Source: an optimization exercise on an open RTL-to-GDS flow (aim: small area and a short achievable clock period). Production flows keep margins and buffers that such runs may drop.
No run shown here included a check of the RTL's function; only the layout flow was run.
Power is estimated from default activity; no workload was simulated.

<file path="flow/config.mk">
export PLATFORM = sky130hd
export DESIGN_NAME = resizer
export DESIGN_NICKNAME = resizer
export VERILOG_FILES = /design/flow/design.v
export SDC_FILE = /design/flow/constraint.sdc
export NUM_CORES = 4
export LEC_CHECK = 0
export CAP_MARGIN = 20
export CORE_MARGIN = 2
export CORE_UTILIZATION = 40
export SLEW_MARGIN = 20
export SYNTH_HIERARCHICAL = 1
</file>
<file path="flow/constraint.sdc">
create_clock -name core_clock -period 6.0 [get_ports {clk}]
set_input_delay 1.2000 -clock core_clock [delete_from_list [all_inputs] [get_ports {clk}]]
set_output_delay 1.2000 -clock core_clock [all_outputs]
set_load 0.01 [all_outputs]
</file>
<file path="flow/design.v">
module rz_ao222n (
	input a0, b0, a1, b1, a2, b2,
	output y
);
assign y = ~((a0 & b0) | (a1 & b1) | (a2 & b2));
endmodule
module rz_rdec (
	input  [5:0]  r,
	input         rst_q,
	output [35:0] sel
);
genvar i;
generate
for (i = 0; i < 36; i = i + 1) begin : g
	assign sel[i] = (r == i) & ~rst_q;
end
endgenerate
endmodule
module rz_read (
	input  [359:0] kd,       
	input  [23:0]  lb,       
	input  [5:0]   r,
	input          rst_q,
	output [11:0]  rd
);
wire [35:0] sel;
rz_rdec u_dec (.r(r), .rst_q(rst_q), .sel(sel));
genvar b, g;
generate
for (b = 0; b < 12; b = b + 1) begin : bt
	if ((b % 6) == 1) begin : lastbit
		localparam integer OFF = (b / 6);       
		localparam integer I0 = (OFF == 0) ? 1 : 2;
		wire [3:0] y;
		for (g = 0; g < 4; g = g + 1) begin : grp
			rz_ao222n u (
				.a0(sel[I0 + 9*g]),     .b0(lb[(2*(I0 + 9*g)     + OFF) / 3]),
				.a1(sel[I0 + 9*g + 3]), .b1(lb[(2*(I0 + 9*g + 3) + OFF) / 3]),
				.a2(sel[I0 + 9*g + 6]), .b2(lb[(2*(I0 + 9*g + 6) + OFF) / 3]),
				.y(y[g]));
		end
		assign rd[b] = ~&y;
	end else begin : kdbit
		localparam integer OFF = (b / 6);
		localparam integer F = b % 6;
		localparam integer KB = (F == 0) ? 0 : F - 1;    
		wire [11:0] y;
		for (g = 0; g < 12; g = g + 1) begin : grp
			rz_ao222n u (
				.a0(sel[3*g]),   .b0(kd[5*(2*(3*g)   + OFF) + KB]),
				.a1(sel[3*g+1]), .b1(kd[5*(2*(3*g+1) + OFF) + KB]),
				.a2(sel[3*g+2]), .b2(kd[5*(2*(3*g+2) + OFF) + KB]),
				.y(y[g]));
		end
		assign rd[b] = ~&y;
	end
end
endgenerate
endmodule
module rz_wen (
	input  [4:0]  w,
	input         wr,
	input         rst_q,
	output [23:0] en
);
genvar gs;
generate
for (gs = 0; gs < 24; gs = gs + 1) begin : slot
	assign en[gs] = rst_q | (wr & (w == gs));
end
endgenerate
endmodule
module rz_next (
	input  [4:0]  w,
	input  [5:0]  r,
	input  [6:0]  q,
	input         ov, uf, pu, rep, sev,
	input  [11:0] me,
	input  [1:0]  mk,
	input  [11:0] rd,
	output [4:0]  w_0, w_1,
	output [5:0]  r_0, r_1,
	output [6:0]  q_0, q_1,
	output        ov_0, ov_1, uf_0, uf_1, pu_0, pu_1, rep_0, rep_1,
	output [1:0]  mk_0, mk_1,
	output        mv_0, mv_1, ml_0, ml_1
);
wire p1  = (q >= 7'd68);           
wire p2  = (q[6:1] == 6'd0);       
wire p0  = (q == 7'd0);
wire w23 = (w == 5'd23);
wire r35 = (r == 6'd35);
wire wz  = (w == 5'd0);
wire a   = sev & ~ov;
wire wrapw = w23 & a;
wire [4:0] winc = w23 ? 5'd0 : w + 5'd1;
wire [5:0] rinc = r35 ? 6'd0 : r + 6'd1;
wire [6:0] q_p3 = (q >= 7'd69) ? q - 7'd69 : q + 7'd3;
wire [6:0] q_m2 = (q <= 7'd1)  ? q + 7'd70 : q - 7'd2;
wire [6:0] q_p1 = (q == 7'd71) ? 7'd0 : q + 7'd1;
reg [4:0] w_n [0:1];
reg [5:0] r_n [0:1];
reg [6:0] q_n [0:1];
reg ov_n [0:1];
reg uf_n [0:1];
reg c1, c2, mer, ovx, ufx, wi, ri;
integer k;
always @* begin
	for (k = 0; k < 2; k = k + 1) begin
		mer = k;
		c1 = p1 & ~(wrapw ^ (r35 & mer & ~uf));
		c2 = p2 & ~wz & ~wrapw;
		ovx = ov; ufx = uf;
		if (a) begin
			ufx = 1'b0;
			if (c1) ovx = 1'b1;
		end
		if (mer && !ufx) begin
			if (!c1) ovx = 1'b0;
			if (c2) ufx = 1'b1;
		end
		wi = sev & ~ovx;
		ri = mer & ~p0;
		w_n[k] = ufx ? 5'd0 : wi ? winc : w;
		r_n[k] = ufx ? 6'd0 : ri ? rinc : r;
		q_n[k] = ufx ? 7'd0 : (wi & ri) ? q_p1 : wi ? q_p3 : ri ? q_m2 : q;
		ov_n[k] = ufx ? 1'b0 : ovx;
		uf_n[k] = ufx;
	end
end
function [1:0] keep_res(input [11:0] e, input rp, input [1:0] pk);
	reg [1:0] la, ke;
	begin
		la = {e[7], e[1]};
		ke = {e[6], e[0]};
		if (la != 0)
			keep_res = rp ? ~pk : (((la - 2'd1) | la) & ke);
		else
			keep_res = ke;
	end
endfunction
wire u0 = uf | uf_n[0];
wire u1 = uf | uf_n[1];
wire [1:0] kr0 = keep_res(me, rep, mk);
wire [1:0] kr1 = keep_res(rd, 1'b0, mk);
assign w_0   = w_n[0];
assign r_0   = r_n[0];
assign q_0   = q_n[0];
assign ov_0  = ov_n[0];
assign uf_0  = uf_n[0];
assign pu_0  = u0;
assign rep_0 = ~rep & me[1] & ~me[7] & ~u0;
assign mk_0  = kr0;
assign mv_0  = ~(u0 & pu) & (kr0 != 2'd0);
assign ml_0  = ~rep & (me[1] | me[7]);
assign w_1   = rep ? w_0  : w_n[1];
assign r_1   = rep ? r_0  : r_n[1];
assign q_1   = rep ? q_0  : q_n[1];
assign ov_1  = rep ? ov_0 : ov_n[1];
assign uf_1  = rep ? uf_0 : uf_n[1];
assign pu_1  = rep ? pu_0 : u1;
assign rep_1 = rep ? rep_0 : (rd[1] & ~rd[7] & ~u1);
assign mk_1  = rep ? mk_0 : kr1;
assign mv_1  = rep ? mv_0 : (~(u1 & pu) & (kr1 != 2'd0));
assign ml_1  = rep ? ml_0 : (rd[1] | rd[7]);
endmodule
module resizer (
	input clk,
	input rst,
	input s_valid_i,
	input s_last_i,
	input [2:0] s_keep_i,
	input [11:0] s_data_i,
	output wire s_ready_o,
	output m_valid_o,
	input m_ready_i,
	output m_last_o,
	output [1:0] m_keep_o,
	output [7:0] m_data_o
);
reg        sev;         
reg [15:0] se;          
always @(posedge clk) begin
	if (rst) begin
		sev <= 1'b0;
		se  <= 16'd0;
	end else begin
		sev <= s_valid_i;
		se  <= {s_last_i, s_data_i[11:8], s_keep_i[2], s_data_i[7:4], s_keep_i[1], s_data_i[3:0], s_keep_i[0]};
	end
end
reg rst_q;
always @(posedge clk) rst_q <= rst;
reg [4:0] w;        
reg [5:0] r;        
reg [6:0] q;        
reg nov;            
reg uf;             
reg pu;             
reg rep;            
reg [11:0] me;      
reg [1:0]  mk;      
reg        mv, ml;
reg [359:0] kd;     
reg [23:0]  lb;     
wire [23:0] en;
rz_wen u_wen (.w(w), .wr(sev & nov), .rst_q(rst_q), .en(en));
genvar gs;
generate
for (gs = 0; gs < 24; gs = gs + 1) begin : slot
	always @(posedge clk) begin
		if (en[gs]) begin
			kd[15*gs +: 15] <= se[14:0];
			lb[gs]          <= se[15];
		end
	end
end
endgenerate
wire [11:0] rd;
rz_read u_read (.kd(kd), .lb(lb), .r(r), .rst_q(rst_q), .rd(rd));
wire [4:0] w_0, w_1;
wire [5:0] r_0, r_1;
wire [6:0] q_0, q_1;
wire ov_0, ov_1, uf_0, uf_1, pu_0, pu_1, rep_0, rep_1, mv_0, mv_1, ml_0, ml_1;
wire [1:0] mk_0, mk_1;
rz_next u_next (
	.w(w), .r(r), .q(q), .ov(~nov), .uf(uf), .pu(pu), .rep(rep), .sev(sev),
	.me(me), .mk(mk), .rd(rd),
	.w_0(w_0), .w_1(w_1), .r_0(r_0), .r_1(r_1), .q_0(q_0), .q_1(q_1),
	.ov_0(ov_0), .ov_1(ov_1), .uf_0(uf_0), .uf_1(uf_1), .pu_0(pu_0), .pu_1(pu_1),
	.rep_0(rep_0), .rep_1(rep_1), .mk_0(mk_0), .mk_1(mk_1),
	.mv_0(mv_0), .mv_1(mv_1), .ml_0(ml_0), .ml_1(ml_1));
wire mr = m_ready_i;
always @(posedge clk) begin
	if (rst) begin
		w <= 0; r <= 0; q <= 0; nov <= 1; uf <= 1; pu <= 1; rep <= 0;
		mk <= 0; mv <= 0; ml <= 0;
	end else begin
		w   <= mr ? w_1   : w_0;
		r   <= mr ? r_1   : r_0;
		q   <= mr ? q_1   : q_0;
		nov <= mr ? ~ov_1 : ~ov_0;
		uf  <= mr ? uf_1  : uf_0;
		pu  <= mr ? pu_1  : pu_0;
		rep <= mr ? rep_1 : rep_0;
		mk  <= mr ? mk_1  : mk_0;
		mv  <= mr ? mv_1  : mv_0;
		ml  <= mr ? ml_1  : ml_0;
	end
end
always @(posedge clk) begin
	if (rst)
		me <= 0;
	else if (mr & ~rep)
		me <= rd;
end
assign s_ready_o = nov;
assign m_valid_o = mv;
assign m_last_o  = ml;
assign m_keep_o  = mk;
assign m_data_o  = {me[11:8], me[5:2]};
endmodule
</file>
<file path="flow/run.sh">
#!/bin/bash
# synth_recipe.tcl (not shown) runs the flow's synth.tcl, then flattens the netlist and writes it again
# the make line also repeats each setting of config.mk as NAME=value (left out here)
make -C /OpenROAD-flow-scripts/flow DESIGN_CONFIG=/design/flow/config.mk WORK_HOME=/design/flow/orfs CLKGATE_MAP_FILE= SYNTH_SCRIPT=/design/flow/synth_recipe.tcl finish
</file>
==> results of run 1 <==
## through the flow
| step | hold slack [ps] | utilization, % | setup WS, ps | cell area [um2] |
|---|---|---|---|---|
| after floorplan | 438 | - | 2990 | 17600 |
| after global placement | 454 | 43.1 | 2270 | 18700 |
| after detailed placement | 454 | 43.2 | 2210 | 18700 |
| after CTS | 465 | 46.4 | 2230 | 20100 |
| after global routing | 479 | 46.4 | 2050 | 20100 |
| final | 462 | 46.4 | 2280 | 20100 |
## Yosys stat by module, one instance, submodules excluded
| module | copies in the design | area (um2) | flops+latches | cells |
|---|---|---|---|---|
| rz_wen | 1 | 319 | 0 | 41 |
| resizer | 1 | 13600 | 440 | 569 |
| rz_read | 1 | 263 | 0 | 42 |
| rz_next | 1 | 1780 | 0 | 271 |
| rz_rdec | 1 | 430 | 0 | 60 |
| rz_ao222n | 128 | 10.0 | 0 | 1 |
## tightest hold or removal path, stage by stage (launching register included)
cell and delay [ps]:
dfxtp_1 310, nand2b_1 60, o21ai_1 50
## worst min path at each step
stage               slack [ps]  startpoint      to  depth (start not counted)
floorplan                  440       me[6]   me[6]                          2
global placement           450       me[6]   me[6]                          2
detailed placement         450      me[11]  me[11]                          2
CTS                        470      me[11]  me[11]                          2
global route               480       me[4]   me[4]                          2
finish                     460      me[10]  me[10]                          2
## logic make-up after synthesis
logic type / share of synthesized area, %
fa+ha+maj: 0.993
xor+xnor: 0.596
simple gates: 10.1
buf+inv: 2.14
compound gates: 12.5
flops: 71.7
mux: 1.94
## area by class of cell
cell class	count	area, um2
Clock buffer	57	1160
Clock inverter	25	226
Fill cell	3732	23200
Inverter	13	48.8
Multi-Input combinational cell	607	4680
Sequential cell	440	12700
Tap cell	585	732
Timing Repair Buffer	66	566
## state kept, by name, indices dropped and copies added (netlist names)
signal	flops
r	6
se	16
rst_q	1
me	12
pu	1
rep	1
lb	24
uf	1
nov	1
mv	1
sev	1
mk	2
q	7
ml	1
w	5
kd	360
## where the power goes
group	total [mW]	internal [mW]	switching (mW)
registers	3.67	3.57	0.0999
clock network	2.63	1.47	1.16
logic	0.279	0.0885	0.190
total	6.58	5.13	1.45
## cells in the final DEF, fill, tap and decap left out, types with 10 or more instances in the layout
| cell | n |
|---|---|
| a21o_1 | 16 |
| a21oi_1 | 13 |
| a222oi_1 | 128 |
| and2_1 | 10 |
| buf_4 | 34 |
| clkbuf_1 | 12 |
| clkbuf_16 | 44 |
| clkdlybuf4s50_1 | 30 |
| clkinv_2 | 10 |
| dfxtp_1 | 54 |
| edfxtp_1 | 384 |
| ha_1 | 14 |
| inv_1 | 12 |
| mux2i_1 | 32 |
| nand2_1 | 42 |
| nand2b_1 | 18 |
| nand3_1 | 10 |
| nand4_1 | 39 |
| nand4bb_1 | 13 |
| nor2_1 | 60 |
| nor2b_1 | 27 |
| nor3_1 | 10 |
| o21ai_0 | 21 |
| o21ai_1 | 18 |
| or3_1 | 12 |
## routing by layer
layer  track usage [%]  part of all wire (%)  up-vias
li1                  -                     -     4806
met1              28.2                    44     5495
met2              29.2                    45      506
met3              3.31                   8.6       55
met4              6.22                   2.6        0
met5                 0                     0        -
## Yosys cell counts (all sizes together), types with 5 or more instances
master and n:
buf 39, clkbuf 12, edfxtp 384, a21oi 15
nor4b 5, nand2 42, nand3 10, a31o 5
o21ai 39, inv 13, nor4 15, or3 12
nand4 39, ha 14, nor3 18, a31oi 6
a21o 19, mux2i 32, nand2b 18, a222oi 128
nor2b 28, dfxtp 56, and2 10, nor2 62
nand4bb 13, xnor2 8, o21bai 8
==> results by group, run 1 <==
Timing
  • Max transition margin: 21.2%
  • Fmax: 269 MHz
  • Min Tclk post-route: 3720 ps
  • Fin crit share: 61.9%
  • Pins Over Slew Limit: 0
  • Endpoints failing hold: 0
  • Setup Skew: 23.1 ps
  • Unrepaired setup endpoints after global routing: false
  • Worst-margin pin slew: 1180 ps
  • Final setup TNS: 0 ps
  • Final setup fails: 0

GRT
  • Tot GR Track Use: 19.2%
  • Initial antenna violation count: 1
  • Vias in the first global route: 10417
  • First-pass GRT wire length: 67.0 mm
  • Pin count of the biggest net entering global routing: 69
  • Total congestion overflow: 0

Logic synthesis
  • Top cells by area, synth: edfxtp_1, a222oi_1, dfxtp_1
  • Cell variety after synth: 79
  • Top_reg_cell synth: edfxtp_1
  • Avg Cell Area, Syn: 15.9 um2
  • Yosys warning count: 13
  • Fraction of registers with async set or reset after synthesis: 0%
  • Yosys reg bits: 440
  • Cell taking the most area after synthesis: edfxtp_1
  • Yosys top cell area share: 65.4%
  • Gate Count Post-Synth: 1111
  • Sequential share of the synthesized area: 71.7%
  • Netlist Area Pre-Place: 17600 um2
  • Syn nets: 1145
  • Post-synth EDFFs: 384

Setup path
  • CP arrival: 4160 ps
  • CP max FO: 19
  • R2r setup slk: 2280 ps
  • CP Capture Type: flip-flop
  • R2R Path End: mv
  • Crit-path cells: or4b_1, nor3_2, a222oi_1, nand4_1, nand2b_1, a21oi_1, nor3_1, a21o_1, mux2i_1, nor2_1
  • Nature of the critical path startpoint: flip-flop
  • WP buf/inv: 0
  • CP Class: reg -> reg
  • R2R depth: 10
  • WP data required: 6440 ps
  • Crit path to: mv
  • Number of cells on the critical path: 10
  • CP max stage cell: dfxtp_1
  • Crit. Startpoint: r[3]
  • CP max stage delay: 820 ps
  • CP delay by family, top: simple AND/OR/NAND/NOR gates
  • FF-to-FF Start: r[3]

Power
  • Leakage: 6.65 nW
  • Pwr per Cell Area: 328 nW/um2
  • Peak supply drop: 0.000242 V
  • Total design power: 6.58 mW

Detailed routing
  • # DRC: 0
  • Drt first pass iters: 8
  • Vias per cell: 6.06
  • WL/cell: 25.0 um
  • Antenna viol nets, final: 0
  • Initial DRC Count: 1799
  • Vias after detailed routing: 10862
  • Post-Route WL: 44.8 mm

Floorplan
  • Chip width: 214 um
  • Top Ports: 33
  • Die Ht: 214 um
  • Row count: 76
  • Core Area: 43300 um2
  • Initial Utilization: 40.8%
  • Die footprint: 45800 um2

Clocking
  • TritonCTS buffer count: 44
  • Skew-Pair Late Insertion Delay: 590 ps
  • H-tree depth: 2
  • CTS Root Cell: clkbuf_16
  • Post-CTS Setup Inserts: 0
  • Clock slew at reported path FFs: 60 ps
  • CTS tree: built
  • Clock Sinks: 440
  • Clock buffer depth: 3
  • Resize count post-CTS: 0
  • Hold Buf Count CTS: 0

Final layout
  • Layout cells sized above 1: 12.1%
  • # nets final: 1206
  • Antenna Cells: 0
  • Non-filler cells, final: 1793
  • Area Overhead vs Synth: 13.8%

Min path
  • Worst min path class: reg -> reg

Flow run
  • Max-cap violations: 0

Placed design
  • HPWL Detailed: 28.2 mm
  • Placed insts: 1711
  • Gpl congestion: 0.829
  • I/O Buffers: 32

Status
  • Run status: finished clean
==> run 2: changes to the inputs <==
--- a/flow/config.mk
+++ b/flow/config.mk
@@ -8,5 +8,6 @@
 export CAP_MARGIN = 20
 export CORE_MARGIN = 2
 export CORE_UTILIZATION = 40
+export SETUP_SLACK_MARGIN = 3.6
 export SLEW_MARGIN = 20
 export SYNTH_HIERARCHICAL = 1
==> results by group, run 2 <==
Placed design
  • Pre-CTS setup slack: 2300 ps
  • Gpl congestion: 0.868
  • HPWL Detailed: 28.3 mm
  • I/O Buffers: 32
  • Placed insts: 1700

Clocking
  • CTS tree: built
  • TritonCTS buffer count: 44
  • Clock Sinks: 440
  • H-tree depth: 2
  • CTS Root Cell: clkbuf_16
  • Clock buffer depth: 3
  • Hold Buf Count CTS: 0
  • Clock slew at reported path FFs: 70 ps
  • Skew-Pair Late Insertion Delay: 580 ps

Floorplan
  • Row count: 76
  • Initial Utilization: 40.8%
  • Die footprint: 45800 um2
  • Top Ports: 33
  • Core Area: 43300 um2
  • Die Ht: 214 um
  • Chip width: 214 um

Setup path
  • CP Class: reg -> reg
  • FF-to-FF Start: r[5]
  • R2r setup slk: 3270 ps
  • CP max FO: 7
  • CP max stage cell: a222oi_1
  • R2R depth: 9
  • CP delay by family, top: simple AND/OR/NAND/NOR gates
  • Number of cells on the critical path: 9
  • CP Capture Type: flip-flop
  • WP buf/inv: 2
  • R2R Path End: me[11]
  • CP max stage delay: 530 ps
  • Crit-path cells: or3b_4, nor4_4, buf_4, buf_12, a222oi_1, nand4_1, or3_1, nand4bb_1, o21ai_1
  • CP arrival: 3180 ps
  • WP data required: 6450 ps
  • Nature of the critical path startpoint: flip-flop

Power
  • Peak supply drop: 0.000261 V
  • Switch share: 22.1%
  • Seq pwr share: 54.9%
  • Net Sw Power: 1.48 mW
  • Cell-internal power: 5.22 mW
  • Leakage: 7.62 nW
  • Gate power share: 5.0%
  • Clock share of power: 40.1%
  • Pwr per Cell Area: 305 nW/um2

Logic synthesis
  • Fraction of registers with async set or reset after synthesis: 0%
  • Gate Count Post-Synth: 1111
  • Avg Cell Area, Syn: 15.9 um2
  • Synth top cells by count: edfxtp_1, a222oi_1, nor2_1
  • Netlist Area Pre-Place: 17600 um2
  • Yosys top cell area share: 65.4%
  • Count leader, synth: edfxtp_1
  • Yosys warning count: 13
  • Top cells by area, synth: edfxtp_1, a222oi_1, dfxtp_1
  • Cell taking the most area after synthesis: edfxtp_1
  • Post-synth EDFFs: 384
  • Sequential share of the synthesized area: 71.7%
  • Syn nets: 1145
  • Top_reg_cell synth: edfxtp_1
  • Cell variety after synth: 79
  • Yosys reg bits: 440

Timing
  • Pins Over Slew Limit: 0
  • Endpoints failing hold: 0
  • Setup Skew: 27.9 ps
  • Unrepaired setup endpoints after global routing: true
  • Fin crit share: 45.6%
  • Fmax: 366 MHz
  • Worst-margin pin slew: 1010 ps
  • Final setup TNS: 0 ps
  • PnR worst setup slack: 3270 ps
  • Final setup fails: 0
  • Min Tclk post-route: 2730 ps
  • Max transition margin: 32.8%

Detailed routing
  • Vias per cell: 6.03
  • WL/cell: 25.0 um
  • # DRC: 0
  • Drt first pass iters: 6
  • Vias after detailed routing: 11522
  • Post-Route WL: 47.8 mm
  • Initial DRC Count: 1609
  • Antenna viol nets, final: 0

Final layout
  • Commonest cells after routing, fill and taps aside: edfxtp_1, a222oi_1, buf_4
  • Antenna Cells: 0
  • Fillcell total: 3495
  • # nets final: 1324
  • Most common cell after layout, fill and taps aside: edfxtp_1
  • Reg with most FFs: kd
  • Non-filler cells, final: 1910
  • Regs by FF count: kd: 360 flops, lb: 24 flops, se: 16 flops
  • Max FFs per register: 360
  • Area Overhead vs Synth: 24.7%
  • Finished Core Util: 50.8%
  • Layout cells sized above 1: 29.3%

Min path
  • Worst min path class: reg -> reg
  • Hold_sp: me[10]
  • Hold depth: 2
  • Hold Crit Endpoint: me[10]

GRT
  • Vias in the first global route: 11037
  • Total congestion overflow: 0
  • First-pass GRT wire length: 71.1 mm
  • Pin count of the biggest net entering global routing: 69
  • Tot GR Track Use: 20.4%
  • Initial antenna violation count: 0

Flow run
  • Max-cap violations: 0

Status
  • Run status: finished clean
==> run 2: worst max-delay path by stage <==
stage               startpoint     end
floorplan                 r[4]      mv
global placement         rst_q      mv
detailed placement       rst_q      mv
CTS                       r[3]      mv
global route              r[5]      mv
finish                    r[5]  me[11]
==> run 2: final cells by class <==
class | count | area [um2] | area share (%)
Timing Repair Buffer | 183 | 1700 | 7.71
Tap cell | 585 | 732 | 3.33
Clock buffer | 56 | 1210 | 5.49
Inverter | 13 | 67.6 | 0.307
Sequential cell | 440 | 12700 | 57.9
Multi-Input combinational cell | 608 | 5350 | 24.3
Clock inverter | 25 | 216 | 0.985
==> run 2: logic make-up (layout without fill, tap and decap cells) <==
| logic type | after synthesis | after routing | synth area share, % |
|---|---|---|---|
| AO/OA/AOI/OAI | 256 | 256 | 12.5 |
| XOR/XNOR | 12 | 12 | 0.596 |
| adder cells (fa/ha/maj) | 14 | 14 | 0.993 |
| buffers and inverters | 64 | 277 | 2.14 |
| flip-flops | 440 | 440 | 71.7 |
| multiplexers | 34 | 34 | 1.94 |
| AND/OR/NAND/NOR | 291 | 292 | 10.1 |
==> run 2: modules after synthesis (local to each module, per instance) <==
| module | cells | cell area (um2) | times used | flip-flops and latches |
|---|---|---|---|---|
| resizer | 569 | 13600 | 1 | 440 |
| rz_ao222n | 1 | 10.0 | 128 | 0 |
| rz_next | 271 | 1780 | 1 | 0 |
| rz_rdec | 60 | 430 | 1 | 0 |
| rz_read | 42 | 263 | 1 | 0 |
| rz_wen | 41 | 319 | 1 | 0 |
==> run 2: through the flow <==
stage	total power [mW]	area (um2)	hold slack, ps
global route	6.92	22000	482
CTS	6.72	21300	463
global placement	4.01	18700	455
finish	6.71	22000	462
floorplan	3.87	17800	438
detailed placement	4.02	18700	453
==> run 2: per-layer routing <==
metal / part of all wire, % / global-route usage, %
met2: 45 / 30.5
met3: 7.7 / 2.98
met1: 43 / 29.9
met5: 0 / 0
met4: 3.6 / 8.34
==> run 2: power groups by stage <==
| stage | sequential, mW | combinational [mW] | clock (mW) |
|---|---|---|---|
| detailed placement | 3.75 | 0.265 | 0 |
| floorplan | 3.69 | 0.180 | 0 |
| CTS | 3.68 | 0.292 | 2.74 |
| global route | 3.70 | 0.359 | 2.86 |
| finish | 3.68 | 0.333 | 2.69 |
| global placement | 3.75 | 0.262 | 0 |
==> run 2: worst register-to-register path, cell delays in order, from the launching register on <==
cell and delay, ps:
dfxtp_4 390, or3b_4 310, nor4_4 70, buf_4 160, buf_12 130, a222oi_1 530
nand4_1 400, or3_1 440, nand4bb_1 120, o21ai_1 70
==> run 2: timing repair <==
item                                    4_1_cts  5_1_grt
pin swaps                                    69       86
endpoints found under the setup margin       49       52
setup buffers                                90       37
resized for setup                           130       91
gates cloned                                  2        0

==> afterwards: timing with drivers on the ports <==
The results above use ideal ports. As a check the final layouts listed here were re-extracted and re-timed, cells and wires unchanged. Step 1: set_driving_cell puts a clkbuf_16 on clk and a buf_2 on each other input, an assumption about the parent block. Step 2 times the ports against the registers' clock, not the clock port: input delays grow and output delays shrink by t, the midpoint of the rising clock arrivals with the driver on. Slacks: ideal / step 1 / step 2; pairs: ideal / step 1.
run | shift t [ns] | setup WS [ns] | worst setup path after step 2 | clock arrival spread, ns | worst data-port slew with drivers (ns)
run 1 | 0.633 | 2.285 / 2.285 / 2.285 | register to register | 0.026 / 0.026 | 0.04
run 2 | 0.629 | 3.266 / 3.266 / 3.266 | register to register | 0.030 / 0.029 | 0.04
After both steps setup and hold are still met in every run listed.
